Background: an optimization exercise with open tools, aiming at small area, a short achievable clock period and few clock cycles. Do not read the settings as production practice.
The RTL was checked by simulation tests, not by an equivalence proof against the original design.
Power and IR drop assume default switching activity.

## user_proj_sdram
module user_proj_sdram (
    input  wire        wb_clk_i,
    input  wire        wb_rst_i,
    input  wire        wbs_stb_i,
    input  wire        wbs_cyc_i,
    input  wire        wbs_we_i,
    input  wire [3:0]  wbs_sel_i,
    input  wire [31:0] wbs_dat_i,
    input  wire [31:0] wbs_adr_i,
    output wire        wbs_ack_o,
    output wire [31:0] wbs_dat_o,
    output wire        sdram_cke,
    output wire        sdram_cs_n,
    output wire        sdram_ras_n,
    output wire        sdram_cas_n,
    output wire        sdram_we_n,
    output wire [3:0]  sdram_dqm,
    output wire [1:0]  sdram_ba,
    output wire [12:0] sdram_a,
    input  wire [31:0] sdram_dqi,
    output wire [31:0] sdram_dqo
);
Size: roughly 1,200 cells after synthesis, about 9800 um^2 of cells after synthesis.
==> flow/config.mk <==
export PLATFORM = sky130hd
export DESIGN_NAME = user_proj_sdram
export DESIGN_NICKNAME = user_proj_sdram
export VERILOG_FILES = /design/flow/design.v
export SDC_FILE = /design/flow/constraint.sdc
export NUM_CORES = 4
export LEC_CHECK = 0
export ABC_AREA = 1
export CAP_MARGIN = 20
export CORE_MARGIN = 2
export CORE_UTILIZATION = 40
export SETUP_SLACK_MARGIN = 1.0
export SLEW_MARGIN = 20
==> flow/constraint.sdc <==
create_clock -name core_clock -period 4.5 [get_ports {wb_clk_i}]
set_input_delay 0.9000 -clock core_clock [delete_from_list [all_inputs] [get_ports {wb_clk_i}]]
set_output_delay 0.9000 -clock core_clock [all_outputs]
set_load 0.01 [all_outputs]
standard.sh (not shown) runs the stock make flow with config.mk's settings and CLKGATE_MAP_FILE= SYNTH_SCRIPT=/design/flow/synth_recipe.tcl, a recipe that flattens the netlist after the stock synthesis.
==> flow/flow/run.sh <==
#!/bin/bash
# Standard layout, with the smallest buffer on the ports (buffer_ports
# otherwise picks clkdlybuf4s50_1); timing repair still sizes them up where
# needed. Each tool writes its own log under orfs/logs; make's output goes
# to flow_make.log.
set -euo pipefail
export BUFFER_PORTS_ARGS="-buffer_cell sky130_fd_sc_hd__buf_1"
bash standard.sh > flow_make.log 2>&1
The first run finished clean.
Testbench counts at the start, summed over its fixed seeds: cycles 23,337.
Change:
ABC_AREA = 0   (was 1)
ABC_CLOCK_PERIOD_IN_PS = 1000   (was unset)
SETUP_SLACK_MARGIN = 1.5   (was 1.0)
Outcome: The changed run completed with no timing, DRC or antenna violations. Cell count drops by 23%. Worst setup slack loses 0.24 ns. Critical path depth falls by 2.
Change:
ABC_CLOCK_PERIOD_IN_PS = 1500   (was 1000)
Cell count does not change.
Synthesized cell count is unchanged.
Clock power stays flat.
Combinational power barely changes.
Synthesized area is unchanged.
Sequential power stays flat.
Die area does not change.
Maximum frequency is unchanged.
Via count is unchanged.
Worst setup slack does not change.
Non-clock buffer count does not change.

========
The RTL this note starts from:
==> flow/design.v <==
`default_nettype none
module sdram_controller (
    input  wire        clk,
    input  wire        rst,
    input  wire        req,
    input  wire        we,
    input  wire [3:0]  sel,
    input  wire [22:0] adr,
    input  wire [31:0] dat_i,
    output wire        ack,
    output wire [31:0] dat_o,
    output wire        sdram_cke,
    output wire        sdram_cs_n,
    output wire        sdram_ras_n,
    output wire        sdram_cas_n,
    output wire        sdram_we_n,
    output wire [3:0]  sdram_dqm,
    output wire [1:0]  sdram_ba,
    output wire [12:0] sdram_a,
    input  wire [31:0] sdram_dqi,
    output wire [31:0] sdram_dqo
);
    localparam [3:0] CMD_NOP       = 4'b0111;
    localparam [3:0] CMD_ACTIVE    = 4'b0011;
    localparam [3:0] CMD_READ      = 4'b0101;
    localparam [3:0] CMD_WRITE     = 4'b0100;
    localparam [3:0] CMD_PRECHARGE = 4'b0010;
    localparam [3:0] CMD_REFRESH   = 4'b0001;
    localparam [9:0] REF_AT = 10'd760;
    reg  [3:0]  cmd_q;
    reg  [1:0]  ba_q;
    reg  [12:0] a_q;
    reg  [3:0]  open_q;
    reg  [10:0] row_q [0:3];
    reg  [2:0]  tl_q;            
    reg         wlast_q;         
    reg  [1:0]  lb_q;            
    reg  [9:0]  rcnt_q;          
    reg         rreq_q;
    reg         av_q, bv_q;
    reg  [11:0] atag_q, btag_q;
    reg         rpend_q;                    
    reg         eon_q;
    reg  [11:0] p0_q, p1_q;                 
    reg  [5:0]  d0_q, d1_q;                 
    reg  [11:0] h1n_q;                      
    reg  [9:0]  h2n_q;                      
    reg         hseq_q;                     
    reg  [1:0]  hcnt_q;
    integer i;
    wire rd = req & ~we;
    wire wr = req & we;
    wire [1:0]  xb = adr[13:12];
    wire [10:0] xr = {adr[1:0], adr[22:14]};
    wire [1:0]  pb = p0_q[11:10];
    wire last_act = (cmd_q == CMD_ACTIVE);
    wire last_pre = (cmd_q == CMD_PRECHARGE);
    wire pins_free = (cmd_q == CMD_NOP) | (cmd_q == CMD_READ);
    reg [3:0] rw_ok, wr_ok, pre_ok, act_ok, row_hit_x;
    reg       all_pre_ok, ref_ok;
    always @* begin
        all_pre_ok = 1'b1;
        ref_ok = ~last_pre & ~(|open_q);
        for (i = 0; i < 4; i = i + 1) begin
            rw_ok[i]  = open_q[i] & ((lb_q != i) | (tl_q >= 3'd2));
            wr_ok[i]  = open_q[i] & ((lb_q != i) | (tl_q >= 3'd3));
            pre_ok[i] = (tl_q >= 3'd5);
            act_ok[i] = ~last_pre & ~last_act & (|rcnt_q[9:3]);
            row_hit_x[i] = (row_q[i] == xr);
            if (open_q[i] && tl_q < 3'd5)
                all_pre_ok = 1'b0;
        end
    end
    wire x_rowok = open_q[xb] & row_hit_x[xb];
    wire hit_b   = bv_q & (adr[13:2] == btag_q) & row_hit_x[xb];
    wire       col_eq = (adr[11:2] == btag_q[9:0]);
    reg  [3:0] ack_b;
    always @* begin
        for (i = 0; i < 4; i = i + 1)
            ack_b[i] = (xb == i) & row_hit_x[i] &
                       ((rd & col_eq & bv_q & (btag_q[11:10] == i)) |
                        (wr & wr_ok[i] & ~rreq_q & pins_free));
    end
    wire x_go    = rw_ok[xb] & row_hit_x[xb] & ~rreq_q;
    wire w_go    = wr_ok[xb] & row_hit_x[xb] & ~rreq_q & pins_free;
    wire w_sel   = wr & pins_free;    
    wire p_go    = eon_q & rw_ok[pb] & ~rreq_q;
    wire c_go    = req & open_q[xb] & ~row_hit_x[xb] & (tl_q == 3'd6) & ~wlast_q &
                   ~rreq_q & pins_free;
    wire wr_acc = wr & w_go;
    wire rd_ack = rd & hit_b;
    wire miss   = rd & ~hit_b & ~rpend_q;
    assign ack = |ack_b;
    assign dat_o = sdram_dqi;
    reg  [3:0]  cmd_d;
    reg  [1:0]  ba_d;
    reg  [12:0] a_d;
    reg         do_act, do_pre, do_pre_all, do_ref, dir_rd, spec_rd;
    always @* begin
        cmd_d = CMD_NOP;
        ba_d = xb;
        a_d = {3'b000, adr[11:2]};
        do_act = 1'b0;
        do_pre = 1'b0;
        do_pre_all = 1'b0;
        do_ref = 1'b0;
        dir_rd = 1'b0;
        spec_rd = 1'b0;
        if (rreq_q) begin
            a_d[10] = 1'b1;
            if (|open_q) begin
                if (all_pre_ok) begin
                    cmd_d = CMD_PRECHARGE;
                    do_pre_all = 1'b1;
                end
            end else if (ref_ok) begin
                cmd_d = CMD_REFRESH;
                do_ref = 1'b1;
            end
        end else if (c_go) begin
        end else if (wr | miss) begin
            if (x_rowok) begin
                if (rd & x_go) begin
                    cmd_d = CMD_READ;
                    dir_rd = 1'b1;
                end
            end else if (open_q[xb]) begin
                if (pre_ok[xb]) begin
                    cmd_d = CMD_PRECHARGE;
                    do_pre = 1'b1;
                end
            end else if (act_ok[xb]) begin
                cmd_d = CMD_ACTIVE;
                a_d = {2'b00, xr};
                do_act = 1'b1;
            end
        end else if (p_go) begin
            cmd_d = CMD_READ;
            ba_d = pb;
            a_d = {3'b000, p0_q[9:0]};
            spec_rd = 1'b1;
        end
    end
    assign sdram_cke = 1'b1;
    assign sdram_cs_n  = cmd_q[3];
    assign sdram_ras_n = ~c_go & (w_sel | cmd_q[2]);
    assign sdram_cas_n = c_go | (w_sel ? ~w_go : cmd_q[1]);
    assign sdram_we_n  = ~c_go & (w_sel ? ~w_go : cmd_q[0]);
    assign sdram_ba = (w_sel | c_go) ? xb : ba_q;
    assign sdram_a = w_sel ? {3'b000, adr[11:2]} : {a_q[12:11], a_q[10] & ~c_go, a_q[9:0]};
    assign sdram_dqo = dat_i;
    assign sdram_dqm = ~sel;
    wire        dual = (hcnt_q == 2'd3) & hseq_q & (adr[11:2] != h1n_q[9:0]);
    wire [5:0]  t_dx = adr[7:2] - h2n_q[5:0] + 6'd1;
    wire [9:0]  t_2x = {adr[10:2], 1'b1} - h2n_q;   
    wire [11:0] t_p0 = dual ? h1n_q : {adr[13:12], adr[11:2] + 10'd1};
    wire [11:0] t_p1 = {adr[13:12], dual ? t_2x : adr[11:2] + 10'd2};
    wire [5:0]  t_d0 = dual ? 6'd1 : 6'd2;
    wire [5:0]  t_d1 = dual ? t_dx[5:0] : 6'd2;
    always @(posedge clk) begin
        if (rst) begin
            cmd_q <= CMD_NOP;
            open_q <= 4'd0;
            tl_q <= 3'd6;
            wlast_q <= 1'b0;
            rcnt_q <= 10'd0;
            rreq_q <= 1'b0;
            av_q <= 1'b0;
            bv_q <= 1'b0;
            rpend_q <= 1'b0;
            eon_q <= 1'b0;
            hcnt_q <= 2'd0;
        end else begin
            cmd_q <= cmd_d;
            if (tl_q != 3'd6) tl_q <= tl_q + 3'd1;
            wlast_q <= wr_acc;
            if (do_act) begin
                open_q[xb] <= 1'b1;
                tl_q <= 3'd1;
                lb_q <= xb;
            end
            if (do_pre | c_go)
                open_q[xb] <= 1'b0;
            if (do_pre_all)
                open_q <= 4'd0;
            if (do_ref) begin
                rcnt_q <= 10'd0;
                rreq_q <= 1'b0;
            end else begin
                rcnt_q <= rcnt_q + 10'd1;
                if (rcnt_q == REF_AT)
                    rreq_q <= 1'b1;
            end
            av_q <= (cmd_q == CMD_READ) & ~w_sel & ~c_go;
            bv_q <= av_q & ~wr_acc;
            rpend_q <= (rpend_q | dir_rd) & ~rd_ack & ~wr_acc;
            if (wr_acc) begin
                eon_q <= 1'b0;
                hcnt_q <= 2'd0;
            end else if (dir_rd)
                eon_q <= 1'b1;
            if (rd_ack && hcnt_q != 2'd3)
                hcnt_q <= hcnt_q + 2'd1;
        end
        ba_q <= ba_d;
        a_q <= a_d;
        if (do_act)
            row_q[xb] <= xr;
        atag_q <= {ba_q, a_q[9:0]};
        btag_q <= atag_q;
        if (dir_rd) begin
            p0_q <= t_p0;
            p1_q <= t_p1;
            d0_q <= t_d0;
            d1_q <= t_d1;
        end else if (spec_rd) begin
            p0_q <= p1_q;
            p1_q <= {p0_q[11:10], p0_q[9:0] + {4'd0, d0_q}};
            d0_q <= d1_q;
            d1_q <= d0_q;
        end
        if (rd_ack) begin
            h1n_q <= {adr[13:12], adr[11:2] + 10'd1};
            h2n_q <= h1n_q[9:0];
            hseq_q <= (adr[11:2] == h2n_q);
        end
    end
endmodule
`default_nettype wire
`default_nettype none
module user_proj_sdram (
    input  wire        wb_clk_i,
    input  wire        wb_rst_i,
    input  wire        wbs_stb_i,
    input  wire        wbs_cyc_i,
    input  wire        wbs_we_i,
    input  wire [3:0]  wbs_sel_i,
    input  wire [31:0] wbs_dat_i,
    input  wire [31:0] wbs_adr_i,
    output wire        wbs_ack_o,
    output wire [31:0] wbs_dat_o,
    output wire        sdram_cke,
    output wire        sdram_cs_n,
    output wire        sdram_ras_n,
    output wire        sdram_cas_n,
    output wire        sdram_we_n,
    output wire [3:0]  sdram_dqm,
    output wire [1:0]  sdram_ba,
    output wire [12:0] sdram_a,
    input  wire [31:0] sdram_dqi,
    output wire [31:0] sdram_dqo
);
    sdram_controller u_ctrl (
        .clk      (wb_clk_i),
        .rst      (wb_rst_i),
        .req      (wbs_stb_i & wbs_cyc_i),
        .we       (wbs_we_i),
        .sel      (wbs_sel_i),
        .adr      (wbs_adr_i[22:0]),
        .dat_i    (wbs_dat_i),
        .ack      (wbs_ack_o),
        .dat_o    (wbs_dat_o),
        .sdram_cke(sdram_cke),
        .sdram_cs_n(sdram_cs_n),
        .sdram_ras_n(sdram_ras_n),
        .sdram_cas_n(sdram_cas_n),
        .sdram_we_n(sdram_we_n),
        .sdram_dqm(sdram_dqm),
        .sdram_ba (sdram_ba),
        .sdram_a  (sdram_a),
        .sdram_dqi(sdram_dqi),
        .sdram_dqo(sdram_dqo)
    );
endmodule
`default_nettype wire
Settings: LEC_CHECK=0, ABC_AREA=1, CAP_MARGIN=20, CORE_MARGIN=2, CORE_UTILIZATION=40, GPL_TIMING_DRIVEN=0, SETUP_SLACK_MARGIN=1.0, SLEW_MARGIN=20; clock period 4.5 ns.
Scripts as last shown in full above: flow/flow/run.sh
The starting point completed without violations.
Testbench counts at the start, summed over its fixed seeds: cycles 22,467.
Change:
CORE_UTILIZATION = 55   (was 40)
GPL_TIMING_DRIVEN = default   (was 0)
After rerunning: The changed run completed without violations. Setup slack improved by 0.15 ns. Clock power went down by about 3%. Design area went down by 8.9%. Global-route usage went up by 5.9 points. Count of clock-buffer cells in the layout went up by 4. Non-clock buffer count went down by 147. Synthesized cell count is unchanged. Combinational power went down by 18%. Total power went down by 3.4%. Routed wire length went down by 7.2%.
Change:
CORE_UTILIZATION = 40   (was 55)
CTS_CLUSTER_DIAMETER = 100   (was default)
CTS_CLUSTER_SIZE = 50   (was default)
Outcome: The new run finished with timing, DRC and antenna clean. Wire length does not change. Total power goes down by 0.39%. Worst setup slack gets better by 0.0074 ns. Clock-buffer cell count is lower by 3. Die area went up by 36%. Critical path depth rises by 3. Final area climbs by 0.34%. Global-route usage drops by 6.9 points. Register-to-register slack gets better by 0.04 ns. Clock skew hardly moves.
Change:
CTS_CLUSTER_DIAMETER = default   (was 100)
CTS_CLUSTER_SIZE = default   (was 50)
PLACE_DENSITY = 0.8   (was default)
After rerunning: The new run passed the timing, design-rule and antenna checks. Via count went up by 3.0%. First-iteration DRC count rises by 12%. Non-clock buffer count falls by 4. Global-route usage drops by 0.45 points. Final area drops by 0.81%. Final cell count hardly moves. Total power shrinks by 0.36%.

==> what the ideal ports hide <==
How much do the figures lean on ideal ports? The routed layouts below were timed once more, with nothing changed but the port constraints. Step 1 assumes that a clkbuf_16 drives the clock port and a buf_2 every other input. Step 2 moves the port delays by t, midway between the first and last clock arrival at a register: inputs arrive t later, outputs are due t later. That takes back most of the time a late clock gives input paths. Slacks: no drivers / after step 1 / after step 2; pairs: no drivers / after step 1.
run | t, ns | setup slack, ns | clock arrival spread, ns | pins driven straight from the clock port
the first run of note 1 | 0.466 | 1.157 / 1.136 / 0.961 | 0.012 / 0.012 | 1
the second run of note 1 | 0.485 | 0.918 / 0.888 / 0.888 | 0.016 / 0.016 | 1
the third run of note 1 | 0.485 | 0.918 / 0.888 / 0.888 | 0.016 / 0.016 | 1
the first run of note 2 | 0.480 | 0.941 / 0.908 / 0.766 | 0.013 / 0.013 | 1
the second run of note 2 | 0.469 | 1.090 / 1.062 / 0.836 | 0.011 / 0.011 | 1
the third run of note 2 | 0.470 | 1.097 / 1.078 / 0.918 | 0.013 / 0.013 | 1
the fourth run of note 2 | 0.476 | 1.004 / 0.981 / 0.826 | 0.014 / 0.014 | 1
After both steps every run listed still meets setup and hold. The setup slack of the second run of note 2, which loses most, moves by -0.028 ns with the drivers and by -0.254 ns with both steps.
